This is an optimization exercise on Yosys and OpenROAD, whose aim is small area, not a production implementation. Function was checked by simulation only, so behaviour that the tests miss may differ from the original. Power and IR drop assume default switching activity.

## job 7657
// RGBtoHSV
module RGBtoHSV(
    output [31:0] H,
    output [31:0] S,
    output [31:0] V,
    output [31:0] S1,
    output [31:0] S2,
    output [31:0] Corner,
    output [31:0] Delta,
    output [31:0] Max,
    output [2:0]  State,
    input  [31:0] R,
    input  [31:0] G,
    input  [31:0] B,
    input         Clk,
    input         reset
);
    wire [2:0] st;
    Controler ctr(.State(st), .reset(reset), .Clk(Clk));
    assign State = st;
    wire s1 = (st == 3'd1);
    wire s2 = (st == 3'd2);
    wire s3 = (st == 3'd3);
    wire s4 = (st == 3'd4);
    wire s5 = (st == 3'd5);
    wire s6 = (st == 3'd6);
    wire s45 = s4 | s5;
    reg [31:0] rR, rG, rB;
    always @(posedge Clk) begin
        if (s1) begin
            rR <= R;
            rG <= G;
            rB <= B;
        end
    end
    wire geRG, geRB, geGB;
    Compare_fp cRG(.ge(geRG), .a(rR), .b(rG));
    Compare_fp cRB(.ge(geRB), .a(rR), .b(rB));
    Compare_fp cGB(.ge(geGB), .a(rG), .b(rB));
    wire mR = geRG & geRB;
    wire mG = ~mR & geGB;
    wire mB = ~mR & ~geGB;
    wire nB = geRB & geGB;
    wire nG = ~nB & geRG;
    wire nR = ~nB & ~geRG;
  ...
Size in the first run: roughly 3,800 cells after synthesis, roughly 0.030 sq mm of cells after synthesis.
==> flow/config.mk <==
export PLATFORM = sky130hd
export DESIGN_NAME = RGBtoHSV
export DESIGN_NICKNAME = RGBtoHSV
export VERILOG_FILES = /design/flow/design.v
export SDC_FILE = /design/flow/constraint.sdc
export NUM_CORES = 8
export LEC_CHECK = 0
export ABC_AREA = 1
export CAP_MARGIN = 10
export CORE_MARGIN = 2
export CORE_UTILIZATION = 60
export CTS_BUF_LIST = sky130_fd_sc_hd__clkbuf_8
export PLACE_DENSITY = 0.7
export SLEW_MARGIN = 10
==> flow/constraint.sdc <==
create_clock -name core_clock -period 100.0 [get_ports {Clk}]
set_input_delay 20.0000 -clock core_clock [delete_from_list [all_inputs] [get_ports {Clk}]]
set_output_delay 20.0000 -clock core_clock [all_outputs]
set_load 0.01 [all_outputs]
standard.sh (not shown) runs the stock make flow with config.mk's settings and CLKGATE_MAP_FILE= SYNTH_SCRIPT=/design/flow/synth_recipe.tcl, a recipe that flattens the netlist after the stock synthesis.
==> flow/flow/run.sh <==
#!/bin/bash
# Standard synthesis, then the combinational logic between the standard
# synthesis's registers, full adders and tie cells is mapped again by ABC for
# area (registers keep their names and cells), then the standard layout
# with sky130_fd_sc_hd__buf_1 as the port buffer.
set -euo pipefail
R=orfs/results/${FLOW_PLATFORM}/RGBtoHSV/base
LIB=${FLOW_HOME}/platforms/${FLOW_PLATFORM}/lib/sky130_fd_sc_hd__tt_025C_1v80.lib
bash standard.sh synth > synth.log 2>&1
cp $R/1_2_yosys.v $R/1_2_yosys.std.v
DU=$(sed -n '/^export DONT_USE_CELLS/,/^$/p' ${FLOW_HOME}/platforms/${FLOW_PLATFORM}/config.mk | grep -o 'sky130_fd_sc_hd__[a-z0-9_]*' | sed 's/^/-dont_use /' | tr '\n' ' ')
sed -e "s#@LIB@#${LIB}#g" -e "s#@IN@#$R/1_2_yosys.std.v#g" -e "s#@OUT@#$R/1_2_yosys.v#g" -e "s#@DU@#${DU}#g" \
    flow/resyn.ys.in > resyn.ys
yosys -s resyn.ys > resyn.log 2>&1
bash standard.sh "BUFFER_PORTS_ARGS=-buffer_cell sky130_fd_sc_hd__buf_1" finish > standard.log 2>&1
==> flow/flow/resyn.ys.in <==
read_liberty -ignore_miss_func @LIB@
read_verilog @IN@
hierarchy -top RGBtoHSV
blackbox sky130_fd_sc_hd__fa_1 sky130_fd_sc_hd__edfxtp_1 sky130_fd_sc_hd__dfxtp_1 sky130_fd_sc_hd__dfrtp_1 sky130_fd_sc_hd__conb_1
flatten
opt_clean
abc -liberty @LIB@ @DU@ -script +&get,-n;&st;&dch;&nf,-R,1000;&put;topo;dnsize
opt_clean -purge
stat -liberty @LIB@
write_verilog -noattr -noexpr -nohex -nodec @OUT@
Here is what was changed in the inputs of job 9801 compared with job 7657.
# job 7657
export LEC_CHECK = 0
export ABC_AREA = 1
export CAP_MARGIN = 10
export CORE_MARGIN = 2
export CORE_UTILIZATION = 60
export CTS_BUF_LIST = sky130_fd_sc_hd__clkbuf_8
export PLACE_DENSITY = 0.7
export SLEW_MARGIN = 10
create_clock -name core_clock -period 100.0 [get_ports {Clk}]
# job 9801
export LEC_CHECK = 0
export ABC_AREA = 1
export CAP_MARGIN = 0
export CORE_MARGIN = 2
export CORE_UTILIZATION = 60
export CTS_BUF_LIST = sky130_fd_sc_hd__clkbuf_8
export PLACE_DENSITY = 0.7
export SLEW_MARGIN = 0
create_clock -name core_clock -period 100.0 [get_ports {Clk}]
Findings:
Layout checks on job 9801: not met. Flow itself completed; violations: max-capacitance violations, max-slew violations.
Compared job 9801 against job 7657; via count within noise.
Diff job 7657..job 9801 | smallest hold slack | negligible
[job 9801] smallest setup slack after layout rose 21 ps relative to job 7657
Proportion of final cell area spent on non-clock buffers delta (job 7657 -> job 9801): insignificant
Per the comparison of job 9801 with job 7657, combinational fraction of design power barely changed, met2 wire length held.
Between job 9801 and job 7657, the difference in proportion of cell area occupied by registers is negligible.
The net load switching power of job 7657 and that of job 9801 are within noise of each other.
Job 9801 vs. job 7657: total power draw has remained practically unchanged, minimum clock period after layout lost 21 ps, timing-limited maximum frequency roughly the same.
> inputs changed (job 9801 -> job 7825)
# job 9801
export LEC_CHECK = 0
export ABC_AREA = 1
export CAP_MARGIN = 0
export CORE_MARGIN = 2
export CORE_UTILIZATION = 60
export CTS_BUF_LIST = sky130_fd_sc_hd__clkbuf_8
export PLACE_DENSITY = 0.7
export SLEW_MARGIN = 0
create_clock -name core_clock -period 100.0 [get_ports {Clk}]
# job 7825
export LEC_CHECK = 0
export ABC_AREA = 1
export CAP_MARGIN = 20
export CORE_MARGIN = 2
export CORE_UTILIZATION = 45
export CTS_BUF_LIST = sky130_fd_sc_hd__clkbuf_8
export PLACE_DENSITY = 0.6
export SLEW_MARGIN = 20
create_clock -name core_clock -period 100.0 [get_ports {Clk}]
-- flow/flow/run.sh --
<<< job 9801, line 4
# area (registers keep their names and cells), then the standard layout
# with sky130_fd_sc_hd__buf_1 as the port buffer.
set -euo pipefail
>>> job 7825, line 4
# area (registers keep their names and cells), then the standard layout
# with sky130_fd_sc_hd__buf_1 as the port buffer and a clock tree
# without dummy loads.
set -euo pipefail
<<< job 9801, line 14
yosys -s resyn.ys > resyn.log 2>&1
bash standard.sh "BUFFER_PORTS_ARGS=-buffer_cell sky130_fd_sc_hd__buf_1" finish > standard.log 2>&1
>>> job 7825, line 15
yosys -s resyn.ys > resyn.log 2>&1
bash standard.sh "BUFFER_PORTS_ARGS=-buffer_cell sky130_fd_sc_hd__buf_1" \
    "CTS_ARGS=-sink_clustering_enable -repair_clock_nets -dont_use_dummy_load -buf_list sky130_fd_sc_hd__clkbuf_4 -sink_clustering_size 10" finish > standard.log 2>&1
==> comparison <==
Any difference in routed wire length between job 7825 and job 9801 is small enough to ignore.
On total non-filler cell area in the finished layout, job 7825 and job 9801 are basically level.
Looking at job 7825 and job 9801, the final weighted congestion in routability-driven placement is a wash.
Job 7825 vs job 9801 — data arrival time of the worst path dropped 2300 ps.
Job 7825 against job 9801: combinational cell fraction of total power stayed essentially flat, fraction of area in multi-input gates stayed essentially flat, depth of the most critical reg-to-reg path fell by 4.
The lower leakage dissipation came out of job 7825.
Compare job 7825 and job 9801 | count of plain and timing-repair buffers in the layout higher: job 7825
Job 7825 was carried through to the last stage, and its layout satisfied the timing, design-rule and antenna checks.
STATUS run=job 9801 STAGES=ALL_DONE FINAL_CHECKS=FAILED CAUSE=max-capacitance violations, max-slew violations
Looking at number of buffers created by CTS, job 7825 sits 65% higher than job 9801 does.
As far as hold slack is concerned, job 7825 and job 9801 perform about the same.
[inputs] job 7297 vs job 7825
-- flow/flow/run.sh --
<<< job 7825, line 16
bash standard.sh "BUFFER_PORTS_ARGS=-buffer_cell sky130_fd_sc_hd__buf_1" \
    "CTS_ARGS=-sink_clustering_enable -repair_clock_nets -dont_use_dummy_load -buf_list sky130_fd_sc_hd__clkbuf_4 -sink_clustering_size 10" finish > standard.log 2>&1
>>> job 7297, line 16
bash standard.sh "BUFFER_PORTS_ARGS=-buffer_cell sky130_fd_sc_hd__buf_1" \
    "CTS_ARGS=-sink_clustering_enable -repair_clock_nets -dont_use_dummy_load -buf_list sky130_fd_sc_hd__clkbuf_8" finish > standard.log 2>&1
### Flow results
- Job 7825 → job 7297: number of design-rule violations left by the first detailed-router iteration rose 1.1%; area added between synthesis and finish saw an increase; clock share of power increased 2.8 points; total wirelength of the detailed-routed design closely matched the old numbers; final standard cell count with taps included and fillers excluded shows a reduction of 0.60%.
- Re final sum of negative setup slack: no difference whatsoever between job 7297 and job 7825.
- Between job 7825 and job 7297, the met1 track demand over resource figures differ only marginally.
- Job 7297 vs job 7825, number of H-tree branching levels went down by 1.
- ~same final standard cell utilization of the core in job 7825 and job 7297
Input changes introduced in job 4220 (baseline for comparison: job 7297):
-- flow/flow/run.sh --
<<< job 7297, line 4
# area (registers keep their names and cells), then the standard layout
# with sky130_fd_sc_hd__buf_1 as the port buffer and a clock tree
# without dummy loads.
set -euo pipefail
>>> job 4220, line 4
# area (registers keep their names and cells), then the standard layout
# with sky130_fd_sc_hd__buf_1 as the port buffer.
set -euo pipefail
<<< job 7297, line 15
yosys -s resyn.ys > resyn.log 2>&1
bash standard.sh "BUFFER_PORTS_ARGS=-buffer_cell sky130_fd_sc_hd__buf_1" \
    "CTS_ARGS=-sink_clustering_enable -repair_clock_nets -dont_use_dummy_load -buf_list sky130_fd_sc_hd__clkbuf_8" finish > standard.log 2>&1
>>> job 4220, line 14
yosys -s resyn.ys > resyn.log 2>&1
bash standard.sh "BUFFER_PORTS_ARGS=-buffer_cell sky130_fd_sc_hd__buf_1" finish > standard.log 2>&1
Findings:
- Job 4220 completed; timing, DRC and antenna clean
- | via count of the first global-routing pass | job 4220 vs job 7297 | 111 higher |
- Job 4220 vs job 7297 — clock skew dropped 36 ps.
- Between job 7297 and job 4220, the maximum frequency figures differ only marginally.
- Comparing job 4220 and job 7297, the higher arrival time reported for the critical path endpoint was measured on job 7297.
- As far as number of nets still failing antenna checks after routing goes, job 4220 and job 7297 are indistinguishable; the numbers are identical.
- Summary of the comparison: worst setup slack is higher in job 4220, relative to job 7297.
- Diff job 4220 and job 7297: power lower in job 7297
- Cell area | job 4220 vs job 7297 | job 4220 larger
- [job 4220] total detailed-routing wirelength rose 0.32% relative to job 7297

==> port drivers added, routing unchanged <==
How much do the figures lean on ideal ports? The routed layouts below were timed once more, with nothing changed but the port constraints. Step 1 (the two cells are an assumption about what drives the block):
set clk [get_ports {Clk}]
set_driving_cell -lib_cell sky130_fd_sc_hd__clkbuf_16 $clk
set_driving_cell -lib_cell sky130_fd_sc_hd__buf_2 [delete_from_list [all_inputs] $clk]
Step 2 also shifts input and output timing later by t, the mid clock arrival at the registers, as if the neighbouring blocks saw the same clock. a / b / c = ideal ports / drivers / drivers and shift; a / b = the first two.
| run | shift t [ns] | slack for setup (ns) | worst setup path at the end |
|---|---|---|---|
| job 7657 | 0.752 | 14.889 / 14.889 / 14.889 | register to register |
| job 9801 | 0.754 | 14.910 / 14.910 / 14.910 | register to register |
| job 7825 | 0.867 | 17.440 / 17.440 / 17.440 | register to register |
| job 7297 | 0.706 | 17.450 / 17.450 / 17.450 | register to register |
| job 4220 | 0.744 | 17.486 / 17.486 / 17.486 | register to register |
